Source: an optimization exercise on an open RTL-to-GDS flow (aim: small area and a short achievable clock period). Production flows keep margins and buffers that such runs may drop. RTL that was checked went through simulation tests only; none was proved equivalent to the original. Only the layout flow was run in run 2; the RTL was not checked for function there.

==> flow/design.v (outline; a module is shown in full before it is edited, if it fits) <==
// module multiplier_pipelined: 2197 lines
// module mul_fa: 4 lines
// module mul_ha: 4 lines
module multiplier_pipelined(
    input logic clk,
    input logic[31:0] a,
    input logic[31:0] b,
    output logic[63:0] r
);
  // ...
==> flow/run.sh <==
#!/bin/bash
# synth_recipe.tcl (not shown) runs the flow's synth.tcl, then flattens the netlist and writes it again
# the make line also repeats each setting of config.mk as NAME=value (left out here)
make -C /OpenROAD-flow-scripts/flow DESIGN_CONFIG=/design/flow/config.mk WORK_HOME=/design/flow/orfs CLKGATE_MAP_FILE= SYNTH_SCRIPT=/design/flow/synth_recipe.tcl finish
==> flow/config.mk <==
export PLATFORM = sky130hd
export DESIGN_NAME = multiplier_pipelined
export DESIGN_NICKNAME = multiplier_pipelined
export VERILOG_FILES = /design/flow/design.v
export SDC_FILE = /design/flow/constraint.sdc
export NUM_CORES = 4
export LEC_CHECK = 0
export CAP_MARGIN = 20
export CORE_MARGIN = 2
export CORE_UTILIZATION = 40
export SETUP_SLACK_MARGIN = 4.0
export SLEW_MARGIN = 20
export SYNTH_HIERARCHICAL = 1
export SYNTH_MINIMUM_KEEP_SIZE = 0
==> flow/constraint.sdc <==
create_clock -name core_clock -period 9.0 [get_ports {clk}]
set_input_delay 1.8000 -clock core_clock [delete_from_list [all_inputs] [get_ports {clk}]]
set_output_delay 1.8000 -clock core_clock [all_outputs]
set_load 0.01 [all_outputs]
==> impl_results.md, run 1 <==
* CTS tree: yes
* MaxCap Viol Count at 0
* Worst r2r path cells at 20
* Status: finished clean
* Final Hold Slack at 0.973 ns
* Final WS setup at 3.73 ns
* Antenna Cells at 0
* Hold_buf cts at 0
* XOR/XNOR Fraction of Synth Area at 16.3%
* # Post-CTS Setup Buffers at 38
* Main synth FF type: dfxtp_1
* Total gr overflow at 0
* Cells after synthesis at 2768
* Slew HR at 41.1%
* Initial core utilization at 40.3%
* Sink Count at 190
* Endpoints failing hold at 0
* Non-clk invs at 81
* FF-to-FF Start: rs1_82
* Worst-path clk slew at 0.09 ns
* Final setup viols at 0
* Worst EP required at 9.39 ns
* Crit path buf inv count at 7
* CTS root buf: clkbuf_16
* Routed Antenna Nets at 0
* WL met1 at 42000 µm
* Met3 usage at 11.5%
* Complex-gate fraction of the synthesized area at 28.5%
* Post-synthesis cell type count at 65
* Synth top area cells: fa_1, xnor2_1, dfxtp_1
* Clock skew at 0.0254 ns
* Max H-tree Level at 4
* Top class by area: multi-input combinational cells
* Routability Congestion at 0.993
* Syn Nets at 3278
* Most common cell in the netlist: xnor2_1
* Worst-path cell chain: buf_4 > a221oi_2 > xnor2_1 > ha_2 > inv_2 > fa_1 > fa_1 > fa_1 > fa_2 > fa_2 > ha_4 > fa_2 > a21o_1 > a21oi_2 > buf_4 > buf_6 > buf_6 > buf_6 > buf_6 > xnor2_2
* Largest area contributor in the netlist: fa_1
* Critical path's slowest cell: fa_1
* Vias in the first global route at 24000
* Final layout net count at 3234
==> run 2: changes to the inputs <==
--- a/flow/design.v
+++ b/flow/design.v
@@ -118,87 +118,140 @@
     logic rs2_113;
     logic rs3_114;
     logic rs4_115;
     logic rneg116;
     logic rs1_117;
     logic rs2_118;
     logic rs3_119;
     logic rs4_120;
-    logic rs1178;
-    logic rs1179;
-    logic rs1180;
-    logic rs1181;
-    logic rs1182;
-    logic rs1183;
-    logic rs1184;
-    logic rs1185;
-    logic rc1186;
-    logic rs1188;
-    logic rs1189;
-    logic rs1190;
-    logic rs1191;
-    logic rs1192;
-    logic rs1193;
-    logic rs1194;
-    logic rs1195;
-    logic rc1196;
-    logic rs1198;
-    logic rs1199;
-    logic rs1200;
-    logic rs1201;
-    logic rs1202;
-    logic rs1203;
-    logic rs1204;
-    logic rs1205;
-    logic rc1206;
-    logic rs1208;
-    logic rs1209;
-    logic rs1210;
-    logic rs1211;
-    logic rs1212;
-    logic rs1213;
-    logic rs1214;
-    logic rs1215;
-    logic rc1216;
-    logic rs1218;
-    logic rs1219;
-    logic rs1220;
-    logic rs1221;
-    logic rs1222;
-    logic rs1223;
-    logic rs1224;
-    logic rs1225;
-    logic rc1226;
-    logic rs1228;
-    logic rs1229;
-    logic rs1230;
-    logic rs1231;
-    logic rs1232;
-    logic rs1233;
-    logic rs1234;
-    logic rs1235;
-    logic rc1236;
-    logic rs1238;
-    logic rs1239;
-    logic rs1240;
-    logic rs1241;
-    logic rs1242;
-    logic rs1243;
-    logic rs1244;
-    logic rs1245;
-    logic rc1246;
-    logic rs1248;
-    logic rs1249;
-    logic rs1250;
-    logic rs1251;
-    logic rs1252;
-    logic rs1253;
-    logic rs1254;
-    logic rs1255;
+    logic rx1177;
+    logic rx1178;
+    logic rx1179;
+    logic rx1180;
+    logic rx1181;
+    logic rx1182;
+    logic rx1183;
+    logic rx1184;
+    logic rx1185;
+    logic rx1186;
+    logic rx1187;
+    logic rx1188;
+    logic rx1189;
+    logic rx1190;
+    logic rx1191;
+    logic rx1192;
+    logic rx1193;
+    logic rx1194;
+    logic rx1195;
+    logic rx1196;
+    logic rx1197;
+    logic rx1198;
+    logic rx1199;
+    logic rx1200;
+    logic rx1201;
+    logic rx1202;
+    logic rx1203;
+    logic rx1204;
+    logic rx1205;
+    logic rx1206;
+    logic rx1207;
+    logic rx1208;
+    logic rx1209;
+    logic rx1210;
+    logic rx1211;
+    logic rx1212;
+    logic rx1213;
+    logic rx1214;
+    logic rx1215;
+    logic rx1216;
+    logic rx1217;
+    logic rx1218;
+    logic rx1219;
+    logic rx1220;
+    logic rx1221;
+    logic rx1222;
+    logic rx1223;
+    logic rx1224;
+    logic rx1225;
+    logic rx1226;
+    logic rx1227;
+    logic rx1228;
+    logic rx1229;
+    logic rx1230;
+    logic rx1231;
+    logic rx1232;
+    logic rx1233;
+    logic rx1234;
+    logic rx1235;
+    logic rx1236;
+    logic rx1237;
+    logic rx1238;
+    logic rx1239;
+    logic rx1240;
+    logic ry1241;
+    logic ry1242;
+    logic ry1243;
+    logic ry1244;
+    logic ry1245;
+    logic ry1246;
+    logic ry1247;
+    logic ry1248;
+    logic ry1249;
+    logic ry1250;
+    logic ry1251;
+    logic ry1252;
+    logic ry1253;
+    logic ry1254;
+    logic ry1255;
+    logic ry1256;
+    logic ry1257;
+    logic ry1258;
+    logic ry1259;
+    logic ry1260;
+    logic ry1261;
+    logic ry1262;
+    logic ry1263;
+    logic ry1264;
+    logic ry1265;
+    logic ry1266;
+    logic ry1267;
+    logic ry1268;
+    logic ry1269;
+    logic ry1270;
+    logic ry1271;
+    logic ry1272;
+    logic ry1273;
+    logic ry1274;
+    logic ry1275;
+    logic ry1276;
+    logic ry1277;
+    logic ry1278;
+    logic ry1279;
+    logic ry1280;
+    logic ry1281;
+    logic ry1282;
+    logic ry1283;
+    logic ry1284;
+    logic ry1285;
+    logic ry1286;
+    logic ry1287;
+    logic ry1288;
+    logic ry1289;
+    logic ry1290;
+    logic ry1291;
+    logic ry1292;
+    logic ry1293;
+    logic ry1294;
+    logic ry1295;
+    logic ry1296;
+    logic ry1297;
+    logic ry1298;
+    logic ry1299;
+    logic ry1300;
     logic pp121;
     logic pp122;
     logic pp123;
     logic pp124;
     logic pp125;
     logic pp126;
     logic pp127;
     logic pp128;
@@ -1365,87 +1418,140 @@
         rs2_113 <= (~b[29] & ~b[28] & b[27] & b[26]) | (~b[29] & b[28] & ~b[27] & ~b[26]) | (b[29] & ~b[28] & b[27] & b[26]) | (b[29] & b[28] & ~b[27] & ~b[26]);
         rs3_114 <= (~b[29] & b[28] & ~b[27] & b[26]) | (~b[29] & b[28] & b[27] & ~b[26]) | (b[29] & ~b[28] & ~b[27] & b[26]) | (b[29] & ~b[28] & b[27] & ~b[26]);
         rs4_115 <= (~b[29] & b[28] & b[27] & b[26]) | (b[29] & ~b[28] & ~b[27] & ~b[26]);
         rneg116 <= b[29] & ~(b[28] & b[27] & b[26]);
         rs1_117 <= (~b[31] & ~b[30] & b[29]) | (~b[31] & b[30] & ~b[29]);
         rs2_118 <= (~b[31] & b[30] & b[29]) | (b[31] & ~b[30] & ~b[29]);
         rs3_119 <= (b[31] & ~b[30] & b[29]) | (b[31] & b[30] & ~b[29]);
         rs4_120 <= (b[31] & b[30] & b[29]);
-        rs1178 <= bs1177[0];
-        rs1179 <= bs1177[1];
-        rs1180 <= bs1177[2];
-        rs1181 <= bs1177[3];
-        rs1182 <= bs1177[4];
-        rs1183 <= bs1177[5];
-        rs1184 <= bs1177[6];
-        rs1185 <= bs1177[7];
-        rc1186 <= bs1177[8];
-        rs1188 <= bs1187[0];
-        rs1189 <= bs1187[1];
-        rs1190 <= bs1187[2];
-        rs1191 <= bs1187[3];
-        rs1192 <= bs1187[4];
-        rs1193 <= bs1187[5];
-        rs1194 <= bs1187[6];
-        rs1195 <= bs1187[7];
-        rc1196 <= bs1187[8];
-        rs1198 <= bs1197[0];
-        rs1199 <= bs1197[1];
-        rs1200 <= bs1197[2];
-        rs1201 <= bs1197[3];
-        rs1202 <= bs1197[4];
-        rs1203 <= bs1197[5];
-        rs1204 <= bs1197[6];
-        rs1205 <= bs1197[7];
-        rc1206 <= bs1197[8];
-        rs1208 <= bs1207[0];
-        rs1209 <= bs1207[1];
-        rs1210 <= bs1207[2];
-        rs1211 <= bs1207[3];
-        rs1212 <= bs1207[4];
-        rs1213 <= bs1207[5];
-        rs1214 <= bs1207[6];
-        rs1215 <= bs1207[7];
-        rc1216 <= bs1207[8];
-        rs1218 <= bs1217[0];
-        rs1219 <= bs1217[1];
-        rs1220 <= bs1217[2];
-        rs1221 <= bs1217[3];
-        rs1222 <= bs1217[4];
-        rs1223 <= bs1217[5];
-        rs1224 <= bs1217[6];
-        rs1225 <= bs1217[7];
-        rc1226 <= bs1217[8];
-        rs1228 <= bs1227[0];
-        rs1229 <= bs1227[1];
-        rs1230 <= bs1227[2];
-        rs1231 <= bs1227[3];
-        rs1232 <= bs1227[4];
-        rs1233 <= bs1227[5];
-        rs1234 <= bs1227[6];
-        rs1235 <= bs1227[7];
-        rc1236 <= bs1227[8];
-        rs1238 <= bs1237[0];
-        rs1239 <= bs1237[1];
-        rs1240 <= bs1237[2];
-        rs1241 <= bs1237[3];
-        rs1242 <= bs1237[4];
-        rs1243 <= bs1237[5];
-        rs1244 <= bs1237[6];
-        rs1245 <= bs1237[7];
-        rc1246 <= bs1237[8];
-        rs1248 <= bs1247[0];
-        rs1249 <= bs1247[1];
-        rs1250 <= bs1247[2];
-        rs1251 <= bs1247[3];
-        rs1252 <= bs1247[4];
-        rs1253 <= bs1247[5];
-        rs1254 <= bs1247[6];
-        rs1255 <= bs1247[7];
+        rx1177 <= pp121;
+        rx1178 <= pp122;
+        rx1179 <= pp123;
+        rx1180 <= pp156;
+        rx1181 <= c506;
+        rx1182 <= c508;
+        rx1183 <= s511;
+        rx1184 <= c514;
+        rx1185 <= c518;
+        rx1186 <= s525;
+        rx1187 <= c528;
+        rx1188 <= c534;
+        rx1189 <= c540;
+        rx1190 <= s553;
+        rx1191 <= c556;
+        rx1192 <= c564;
+        rx1193 <= c574;
+        rx1194 <= c584;
+        rx1195 <= c594;
+        rx1196 <= s615;
+        rx1197 <= c618;
+        rx1198 <= c630;
+        rx1199 <= c644;
+        rx1200 <= c658;
+        rx1201 <= c672;
+        rx1202 <= c688;
+        rx1203 <= c704;
+        rx1204 <= c720;
+        rx1205 <= s753;
+        rx1206 <= c756;
+        rx1207 <= c774;
+        rx1208 <= c792;
+        rx1209 <= c810;
+        rx1210 <= c828;
+        rx1211 <= c846;
+        rx1212 <= c866;
+        rx1213 <= c886;
+        rx1214 <= c906;
+        rx1215 <= c924;
+        rx1216 <= c942;
+        rx1217 <= c960;
+        rx1218 <= c976;
+        rx1219 <= c992;
+        rx1220 <= c1008;
+        rx1221 <= c1022;
+        rx1222 <= c1036;
+        rx1223 <= c1050;
+        rx1224 <= c1062;
+        rx1225 <= c1074;
+        rx1226 <= c1086;
+        rx1227 <= c1096;
+        rx1228 <= c1106;
+        rx1229 <= c1116;
+        rx1230 <= c1124;
+        rx1231 <= c1132;
+        rx1232 <= c1140;
+        rx1233 <= c1146;
+        rx1234 <= c1152;
+        rx1235 <= c1158;
+        rx1236 <= c1162;
+        rx1237 <= c1166;
+        rx1238 <= c1170;
+        rx1239 <= s1173;
+        rx1240 <= s1175;
+        ry1241 <= rneg71;
+        ry1242 <= s505;
+        ry1243 <= s507;
+        ry1244 <= s509;
+        ry1245 <= s513;
+        ry1246 <= s517;
+        ry1247 <= s521;
+        ry1248 <= s527;
+        ry1249 <= s533;
+        ry1250 <= s539;
+        ry1251 <= s547;
+        ry1252 <= s555;
+        ry1253 <= s563;
+        ry1254 <= s573;
+        ry1255 <= s583;
+        ry1256 <= s593;
+        ry1257 <= s605;
+        ry1258 <= s617;
+        ry1259 <= s629;
+        ry1260 <= s643;
+        ry1261 <= s657;
+        ry1262 <= s671;
+        ry1263 <= s687;
+        ry1264 <= s703;
+        ry1265 <= s719;
+        ry1266 <= s737;
+        ry1267 <= s755;
+        ry1268 <= s773;
+        ry1269 <= s791;
+        ry1270 <= s809;
+        ry1271 <= s827;
+        ry1272 <= s845;
+        ry1273 <= s865;
+        ry1274 <= s885;
+        ry1275 <= s905;
+        ry1276 <= s923;
+        ry1277 <= s941;
+        ry1278 <= s959;
+        ry1279 <= s975;
+        ry1280 <= s991;
+        ry1281 <= s1007;
+        ry1282 <= s1021;
+        ry1283 <= s1035;
+        ry1284 <= s1049;
+        ry1285 <= s1061;
+        ry1286 <= s1073;
+        ry1287 <= s1085;
+        ry1288 <= s1095;
+        ry1289 <= s1105;
+        ry1290 <= s1115;
+        ry1291 <= s1123;
+        ry1292 <= s1131;
+        ry1293 <= s1139;
+        ry1294 <= s1145;
+        ry1295 <= s1151;
+        ry1296 <= s1157;
+        ry1297 <= s1161;
+        ry1298 <= s1165;
+        ry1299 <= s1169;
+        ry1300 <= s1171;
     end
     wire [33:0] t333 = {2'b0, a} + {1'b0, a, 1'b0};
     assign pp121 = ((rs1_67 & ra1) | (rs3_69 & ra1)) ^ rneg71;
     assign pp122 = ((rs1_67 & ra2) | (rs2_68 & ra1) | (rs3_69 & rt34)) ^ rneg71;
     assign pp123 = ((rs1_67 & ra3) | (rs2_68 & ra2) | (rs3_69 & rt35) | (rs4_70 & ra1)) ^ rneg71;
     assign pp124 = ((rs1_67 & ra4) | (rs2_68 & ra3) | (rs3_69 & rt36) | (rs4_70 & ra2)) ^ rneg71;
     assign pp125 = ((rs1_67 & ra5) | (rs2_68 & ra4) | (rs3_69 & rt37) | (rs4_70 & ra3)) ^ rneg71;
     assign pp126 = ((rs1_67 & ra6) | (rs2_68 & ra5) | (rs3_69 & rt38) | (rs4_70 & ra4)) ^ rneg71;
@@ -1864,25 +1970,17 @@
     assign s1163 = ~(pp468 ^ pp500);
     assign c1164 = pp468 | pp500;
     assign s1167 = ~(pp469 ^ pp501);
     assign c1168 = pp469 | pp501;
     assign s1173 = ~(pp503 ^ c1172);
     assign c1174 = pp503 | c1172;
     assign s1175 = ~(pp504 ^ c1174);
     assign c1176 = pp504 | c1174;
-    wire [8:0] bs1177 = {c514, s511, c508, c506, pp156, pp123, pp122, pp121} + {s517, s513, s509, s507, s505, 1'b0, 1'b0, rneg71};
-    wire [8:0] bs1187 = {c564, c556, s553, c540, c534, c528, s525, c518} + {s573, s563, s555, s547, s539, s533, s527, s521};
-    wire [8:0] bs1197 = {c658, c644, c630, c618, s615, c594, c584, c574} + {s671, s657, s643, s629, s617, s605, s593, s583};
-    wire [8:0] bs1207 = {c792, c774, c756, s753, c720, c704, c688, c672} + {s809, s791, s773, s755, s737, s719, s703, s687};
-    wire [8:0] bs1217 = {c942, c924, c906, c886, c866, c846, c828, c810} + {s959, s941, s923, s905, s885, s865, s845, s827};
-    wire [8:0] bs1227 = {c1062, c1050, c1036, c1022, c1008, c992, c976, c960} + {s1073, s1061, s1049, s1035, s1021, s1007, s991, s975};
-    wire [8:0] bs1237 = {c1140, c1132, c1124, c1116, c1106, c1096, c1086, c1074} + {s1145, s1139, s1131, s1123, s1115, s1105, s1095, s1085};
-    wire [8:0] bs1247 = {s1175, s1173, c1170, c1166, c1162, c1158, c1152, c1146} + {1'b0, 1'b0, s1171, s1169, s1165, s1161, s1157, s1151};
-    wire [63:0] sum1256 = {rs1255, rs1254, rs1253, rs1252, rs1251, rs1250, rs1249, rs1248, rs1245, rs1244, rs1243, rs1242, rs1241, rs1240, rs1239, rs1238, rs1235, rs1234, rs1233, rs1232, rs1231, rs1230, rs1229, rs1228, rs1225, rs1224, rs1223, rs1222, rs1221, rs1220, rs1219, rs1218, rs1215, rs1214, rs1213, rs1212, rs1211, rs1210, rs1209, rs1208, rs1205, rs1204, rs1203, rs1202, rs1201, rs1200, rs1199, rs1198, rs1195, rs1194, rs1193, rs1192, rs1191, rs1190, rs1189, rs1188, rs1185, rs1184, rs1183, rs1182, rs1181, rs1180, rs1179, rs1178} + {1'b0, 1'b0, 1'b0, 1'b0, 1'b0, 1'b0, 1'b0, rc1246, 1'b0, 1'b0, 1'b0, 1'b0, 1'b0, 1'b0, 1'b0, rc1236, 1'b0, 1'b0, 1'b0, 1'b0, 1'b0, 1'b0, 1'b0, rc1226, 1'b0, 1'b0, 1'b0, 1'b0, 1'b0, 1'b0, 1'b0, rc1216, 1'b0, 1'b0, 1'b0, 1'b0, 1'b0, 1'b0, 1'b0, rc1206, 1'b0, 1'b0, 1'b0, 1'b0, 1'b0, 1'b0, 1'b0, rc1196, 1'b0, 1'b0, 1'b0, 1'b0, 1'b0, 1'b0, 1'b0, rc1186, 1'b0, 1'b0, 1'b0, 1'b0, 1'b0, 1'b0, 1'b0, 1'b0};
+    wire [63:0] sum1301 = {rx1240, rx1239, rx1238, rx1237, rx1236, rx1235, rx1234, rx1233, rx1232, rx1231, rx1230, rx1229, rx1228, rx1227, rx1226, rx1225, rx1224, rx1223, rx1222, rx1221, rx1220, rx1219, rx1218, rx1217, rx1216, rx1215, rx1214, rx1213, rx1212, rx1211, rx1210, rx1209, rx1208, rx1207, rx1206, rx1205, rx1204, rx1203, rx1202, rx1201, rx1200, rx1199, rx1198, rx1197, rx1196, rx1195, rx1194, rx1193, rx1192, rx1191, rx1190, rx1189, rx1188, rx1187, rx1186, rx1185, rx1184, rx1183, rx1182, rx1181, rx1180, rx1179, rx1178, rx1177} + {1'b0, 1'b0, ry1300, ry1299, ry1298, ry1297, ry1296, ry1295, ry1294, ry1293, ry1292, ry1291, ry1290, ry1289, ry1288, ry1287, ry1286, ry1285, ry1284, ry1283, ry1282, ry1281, ry1280, ry1279, ry1278, ry1277, ry1276, ry1275, ry1274, ry1273, ry1272, ry1271, ry1270, ry1269, ry1268, ry1267, ry1266, ry1265, ry1264, ry1263, ry1262, ry1261, ry1260, ry1259, ry1258, ry1257, ry1256, ry1255, ry1254, ry1253, ry1252, ry1251, ry1250, ry1249, ry1248, ry1247, ry1246, ry1245, ry1244, ry1243, ry1242, 1'b0, 1'b0, ry1241};
     mul_ha us505 (.x(rneg76), .y(pp124), .s(s505), .c(c506));
     mul_ha us507 (.x(pp125), .y(pp157), .s(s507), .c(c508));
     mul_ha us509 (.x(pp126), .y(pp158), .s(s509), .c(c510));
     mul_fa us511 (.x(rneg81), .y(pp127), .z(pp159), .s(s511), .c(c512));
     mul_ha us513 (.x(pp191), .y(c510), .s(s513), .c(c514));
     mul_fa us515 (.x(pp128), .y(pp160), .z(pp192), .s(s515), .c(c516));
     mul_ha us517 (.x(c512), .y(s515), .s(s517), .c(c518));
     mul_fa us519 (.x(pp129), .y(pp161), .z(pp193), .s(s519), .c(c520));
@@ -2188,17 +2286,17 @@
     mul_ha us1151 (.x(c1144), .y(s1149), .s(s1151), .c(c1152));
     mul_fa us1155 (.x(pp498), .y(c1148), .z(s1153), .s(s1155), .c(c1156));
     mul_ha us1157 (.x(s1155), .y(c1150), .s(s1157), .c(c1158));
     mul_fa us1159 (.x(pp435), .y(pp467), .z(pp499), .s(s1159), .c(c1160));
     mul_fa us1161 (.x(c1154), .y(s1159), .z(c1156), .s(s1161), .c(c1162));
     mul_ha us1165 (.x(s1163), .y(c1160), .s(s1165), .c(c1166));
     mul_ha us1169 (.x(c1164), .y(s1167), .s(s1169), .c(c1170));
     mul_fa us1171 (.x(pp470), .y(pp502), .z(c1168), .s(s1171), .c(c1172));
-    assign r = {sum1256[63], sum1256[62], sum1256[61], sum1256[60], sum1256[59], sum1256[58], sum1256[57], sum1256[56], sum1256[55], sum1256[54], sum1256[53], sum1256[52], sum1256[51], sum1256[50], sum1256[49], sum1256[48], sum1256[47], sum1256[46], sum1256[45], sum1256[44], sum1256[43], sum1256[42], sum1256[41], sum1256[40], sum1256[39], sum1256[38], sum1256[37], sum1256[36], sum1256[35], sum1256[34], sum1256[33], sum1256[32], sum1256[31], sum1256[30], sum1256[29], sum1256[28], sum1256[27], sum1256[26], sum1256[25], sum1256[24], sum1256[23], sum1256[22], sum1256[21], sum1256[20], sum1256[19], sum1256[18], sum1256[17], sum1256[16], sum1256[15], sum1256[14], sum1256[13], sum1256[12], sum1256[11], sum1256[10], sum1256[9], sum1256[8], sum1256[7], sum1256[6], sum1256[5], sum1256[4], sum1256[3], sum1256[2], sum1256[1], sum1256[0]};
+    assign r = {sum1301[63], sum1301[62], sum1301[61], sum1301[60], sum1301[59], sum1301[58], sum1301[57], sum1301[56], sum1301[55], sum1301[54], sum1301[53], sum1301[52], sum1301[51], sum1301[50], sum1301[49], sum1301[48], sum1301[47], sum1301[46], sum1301[45], sum1301[44], sum1301[43], sum1301[42], sum1301[41], sum1301[40], sum1301[39], sum1301[38], sum1301[37], sum1301[36], sum1301[35], sum1301[34], sum1301[33], sum1301[32], sum1301[31], sum1301[30], sum1301[29], sum1301[28], sum1301[27], sum1301[26], sum1301[25], sum1301[24], sum1301[23], sum1301[22], sum1301[21], sum1301[20], sum1301[19], sum1301[18], sum1301[17], sum1301[16], sum1301[15], sum1301[14], sum1301[13], sum1301[12], sum1301[11], sum1301[10], sum1301[9], sum1301[8], sum1301[7], sum1301[6], sum1301[5], sum1301[4], sum1301[3], sum1301[2], sum1301[1], sum1301[0]};
 endmodule
 module mul_fa(input logic x, input logic y, input logic z, output logic s, output logic c);
     assign s = x ^ y ^ z;
     assign c = (x & y) | (z & (x ^ y));
 endmodule
 module mul_ha(input logic x, input logic y, output logic s, output logic c);
     assign s = x ^ y;
     assign c = x & y;
==> flow/flow/run.sh (new file) <==
#!/bin/bash
# Standard ORFS layout (the standard.sh, unchanged synthesis), with the port
# buffers that global placement inserts made plain buffers instead of the
# default delay-cell choice. Each tool's output goes to a log file here.
set -euo pipefail
export BUFFER_PORTS_ARGS="-buffer_cell sky130_fd_sc_hd__buf_4"
bash standard.sh > standard_flow.log 2>&1
==> flow/standard.sh (new file) <==
#!/bin/bash
# synth_recipe.tcl (not shown) runs the flow's synth.tcl, then flattens the netlist and writes it again
# the make line also repeats each setting of config.mk as NAME=value (left out here)
make -C /OpenROAD-flow-scripts/flow DESIGN_CONFIG=/design/flow/config.mk WORK_HOME=/design/flow/orfs CLKGATE_MAP_FILE= SYNTH_SCRIPT=/design/flow/synth_recipe.tcl "${@:-finish}"
==> flow/config.mk (replaced) <==
export PLATFORM = sky130hd
export DESIGN_NAME = multiplier_pipelined
export DESIGN_NICKNAME = multiplier_pipelined
export VERILOG_FILES = /design/flow/design.v
export SDC_FILE = /design/flow/constraint.sdc
export NUM_CORES = 4
export LEC_CHECK = 0
export CAP_MARGIN = 20
export CORE_MARGIN = 2
export CORE_UTILIZATION = 40
export SETUP_SLACK_MARGIN = 4.6
export SLEW_MARGIN = 20
export SYNTH_HIERARCHICAL = 1
export SYNTH_MINIMUM_KEEP_SIZE = 0
removed: flow/run.sh
==> run 2 against run 1 <==
Compared with the run above: flip-flop and latch count increased by 53; clock-buffer cell count increased by 12; maximum frequency increased by 2.8%; critical path depth decreased by 8; area after synthesis increased by 5.4%; first-iteration DRC count decreased by 1.7%; wire length decreased by 1.0%; via count increased by 2.9%.
==> impl_results.md, run 2 <==
* R2R setup slack at 4.66 ns
* Vias in the first global route at 25200 (+5.1%)
* Largest family of logic cells by synthesized area: compound AO/OA/AOI/OAI gates
* Worst r2r path cells at 8 (-60%)
* Area Growth Syn to Fin at 14.1%
* Sequential area share after synthesis at 17.5%
* Worst-path clk slew at 0.07 ns (-0.02 ns)
* Worst EP required at 7.20 ns (-2.19 ns)
* Fillers at 6489
* Vias at 25400
* DRC Markers at 0
* Antenna Cells at 0 (unchanged)
* FF+latch count, synth at 243
* MaxCap Viol Count at 0 (unchanged)
* Endpoints failing hold at 0 (unchanged)
* Worst-Margin Slew at 0.967 ns
* DRT iter0 DRCs at 3380
* Mean Syn Cell Area at 9.52 µm²
* Final slew viol count at 0
* Worst Hold End: ry1241
* Sink Count at 243 (+28%)
* CTS root buf: clkbuf_16
* Buffers on Ports at 128
* Max H-tree Level at 1 (-3)
* Die area at 0.0717 mm²
* Kind of critical path: register to output pin
* Routability Congestion at 0.927 (-6.6%)
* Initial core utilization at 40.5% (+0.21 points)
* CP Launch Type: register
* XOR/XNOR Fraction of Synth Area at 14.0% (-2.3 points)
* Chip height at 268 µm
* Commonest cells in the netlist: xnor2_1, clkbuf_1, a221oi_1
* Hold_buf cts at 0 (unchanged)
* F_max at 195 MHz
* Worst setup EP type: output pin
* Crit path from: ry1242
* Via density per instance at 6.70
* First-pass GRT wire length at 161000 µm
* Post-synthesis cell type count at 83 (+28%)
* Fin crit share at 56.9%
* Io pins at 129
* Slew HR at 35.5% (-5.5 points)
* Most common cell after layout, fill and taps aside: xnor2_1
* FF-to-FF Start: ra5
* CTS buffer count at 24
* Hold Crit Class: register to register
* Most frequent cell on the critical path: buf_4
* Multiplexer area fraction after synthesis at 0%
* CTS tree: yes
* Final layout net count at 3331 (+3.0%)
* Async set-reset flop share out of synthesis at 0%
* Clock latency on the worst-skew pair at 0.56 ns
* Total gr overflow at 0 (unchanged)
* Post-route setup TNS at 0 ns
* Status: finished clean
* Clock Path Buffers at 3
* Largest net degree at the start of global routing at 37
* Critical Path Fanout Max at 3
* Synth top area cells: fa_1, dfxtp_1, xnor2_1
* Mapped Area at 0.0278 mm²
* Routed Antenna Nets at 0 (unchanged)
* Top-area cell type share of the netlist area at 19.4%
* Routed WL at 108000 µm
* CP peak stage delay at 0.39 ns
* Routed WL per cell at 28.6 µm
* Worst reg2reg endpoint: ry1269
* Post-synth EDFFs at 0
* Total track usage at 29.3%
* Critical path's slowest cell: a221o_1
* Cells after synthesis at 2921 (+5.5%)
* Final setup viols at 0 (unchanged)
* Min Tclk post-route at 5.12 ns
* Main synth FF type: dfxtp_1
* Largest area contributor in the netlist: fa_1
* Syn Nets at 3416 (+4.2%)
* Core Area at 0.0687 mm²
* Most frequent cells in the layout: xnor2_1, a22o_1, a221oi_1
* Worst-path cell chain: ha_4 > nand3_2 > a221o_1 > a21oi_4 > or3_4 > a32oi_4 > buf_12 > o211ai_4 > buf_4 > a21oi_2 > xnor2_1 > buf_4
* DP HPWL at 70900 µm
* Yosys warnings at 7
* Initial antenna violation count at 1
* Synth Area in Adders at 26.6%
* Most common cell in the netlist: xnor2_1
* Site Rows at 96
* Chip Width at 268 µm
* Complex-gate fraction of the synthesized area at 29.8% (+1.4 points)
* CP arrival at 3.32 ns
* Clock skew at 0.0127 ns (-0.0127 ns)
* Hold depth at 1
* Hold_sp: rneg71
* Simple-Gate Fraction of Synth Area at 6.10%
* RSZ-0062 raised after global routing: yes
* Fraction of layout instances using a drive strength above 1 at 19.0%
* Drt pass-1 iters at 12
==> run 2: cell count changes after synthesis, moves of 9 or more <==
| cell | delta |
|---|---|
| nand4_1 | +12 |
| buf_1 | +12 |
| xnor2_1 | -33 |
| o21a_1 | +9 |
| nor2_1 | +16 |
| dfxtp_1 | +53 |
| o21ai_0 | +22 |
| a21oi_1 | +27 |
| nand2_1 | +26 |
| xor2_1 | -13 |
==> run 2: worst max path at each step <==
stage / slack, ns / to
after global placement: 4.04 / r[54]
after CTS: 3.82 / r[60]
after global routing: 3.79 / r[60]
after detailed placement: 3.98 / r[58]
final: 3.88 / r[52]
after floorplan: 4.87 / r[46]
==> run 2: timing repair <==
item	in CTS	in global routing
gates resized for setup	177	113
pin swaps	65	50
setup buffers	26	23
setup endpoints to repair	55	57
==> run 2: routing by layer <==
| layer | track usage [%] | share of wire [%] |
|---|---|---|
| met1 | 38.6 | 39 |
| met2 | 42.8 | 41 |
| met3 | 12.0 | 15 |
| met4 | 10.8 | 4.4 |
| met5 | 1.28 | 0.12 |
==> run 2: layout make-up <==
cell class,instances,area (µm²),share of cell area (%)
well taps,931,1160,3.67
clock inverters,14,189,0.595
repair buffers,244,1970,6.19
flip-flops and latches,243,5000,15.8
clock buffers,30,674,2.13
inverters,76,293,0.923
multi-input cells,2247,22400,70.7
==> run 2: modules after synthesis, one instance, submodules excluded <==
module,flops+latches,times used,cell area [µm²]
mul_ha,0,46,12.5
multiplier_pipelined,243,1,21900
mul_fa,0,269,20.0
==> run 2: kinds of logic (layout without fill, tap and decap cells) <==
family	after synthesis	in the layout
AOI/OAI and AO/OA	1033	1033
adders and majority gates	430	430
xor gates and xnor gates	445	445
buffers and inverters	431	364
DFF	243	243
and+or+nand+nor	339	339
==> run 2: through the flow <==
step                      util [%]  setup slack [ns]  hold WS [ns]  instances  cell area [µm²]
after floorplan                  -              4.87         0.354       2921            27800
after global placement        42.4              4.04         0.780       3692            29100
after detailed placement      42.4              3.98         0.770       3692            29100
after CTS                     45.2              3.82         0.774       3762            31100
after global routing          46.2              3.79         0.794       3785            31700
final                         46.2              3.88         0.780       3785            31700
==> run 2: worst max-delay path: cells and delay by family (launching register included) <==
| kind | cells | cell delay, ns |
|---|---|---|
| flops | 1 | 0.33 |
| simple gates | 2 | 0.29 |
| xor+xnor | 1 | 0.23 |
| compound gates | 5 | 1.12 |
| fa+ha+maj | 1 | 0.28 |
| buf+inv | 3 | 0.51 |

-- re-timing with driven ports --
The results above use ideal ports. As a check the final layouts listed here were re-extracted and re-timed, cells and wires unchanged.
Step 1, drivers: a clkbuf_16 drives clk and a buf_2 each remaining input, both assumed.
Step 2 moves the port delays by t, midway between the first and last clock arrival at a register: inputs arrive t later, outputs are due t later. That takes back most of the time a late clock gives input paths.
Slacks: ideal / step 1 / step 2; pairs: ideal / step 1.
| run | shift t [ns] | slack for setup (ns) | slew at the worst register clock pin (ns) | cell pins on the clock port's net |
|---|---|---|---|---|
| run 1 | 0.565 | 3.734 / 3.734 / 3.734 | 0.09 / 0.09 | 1 |
| run 2 | 0.622 | 3.878 / 3.816 / 4.393 | 0.07 / 0.07 | 1 |
After both steps every run listed still meets setup and hold.
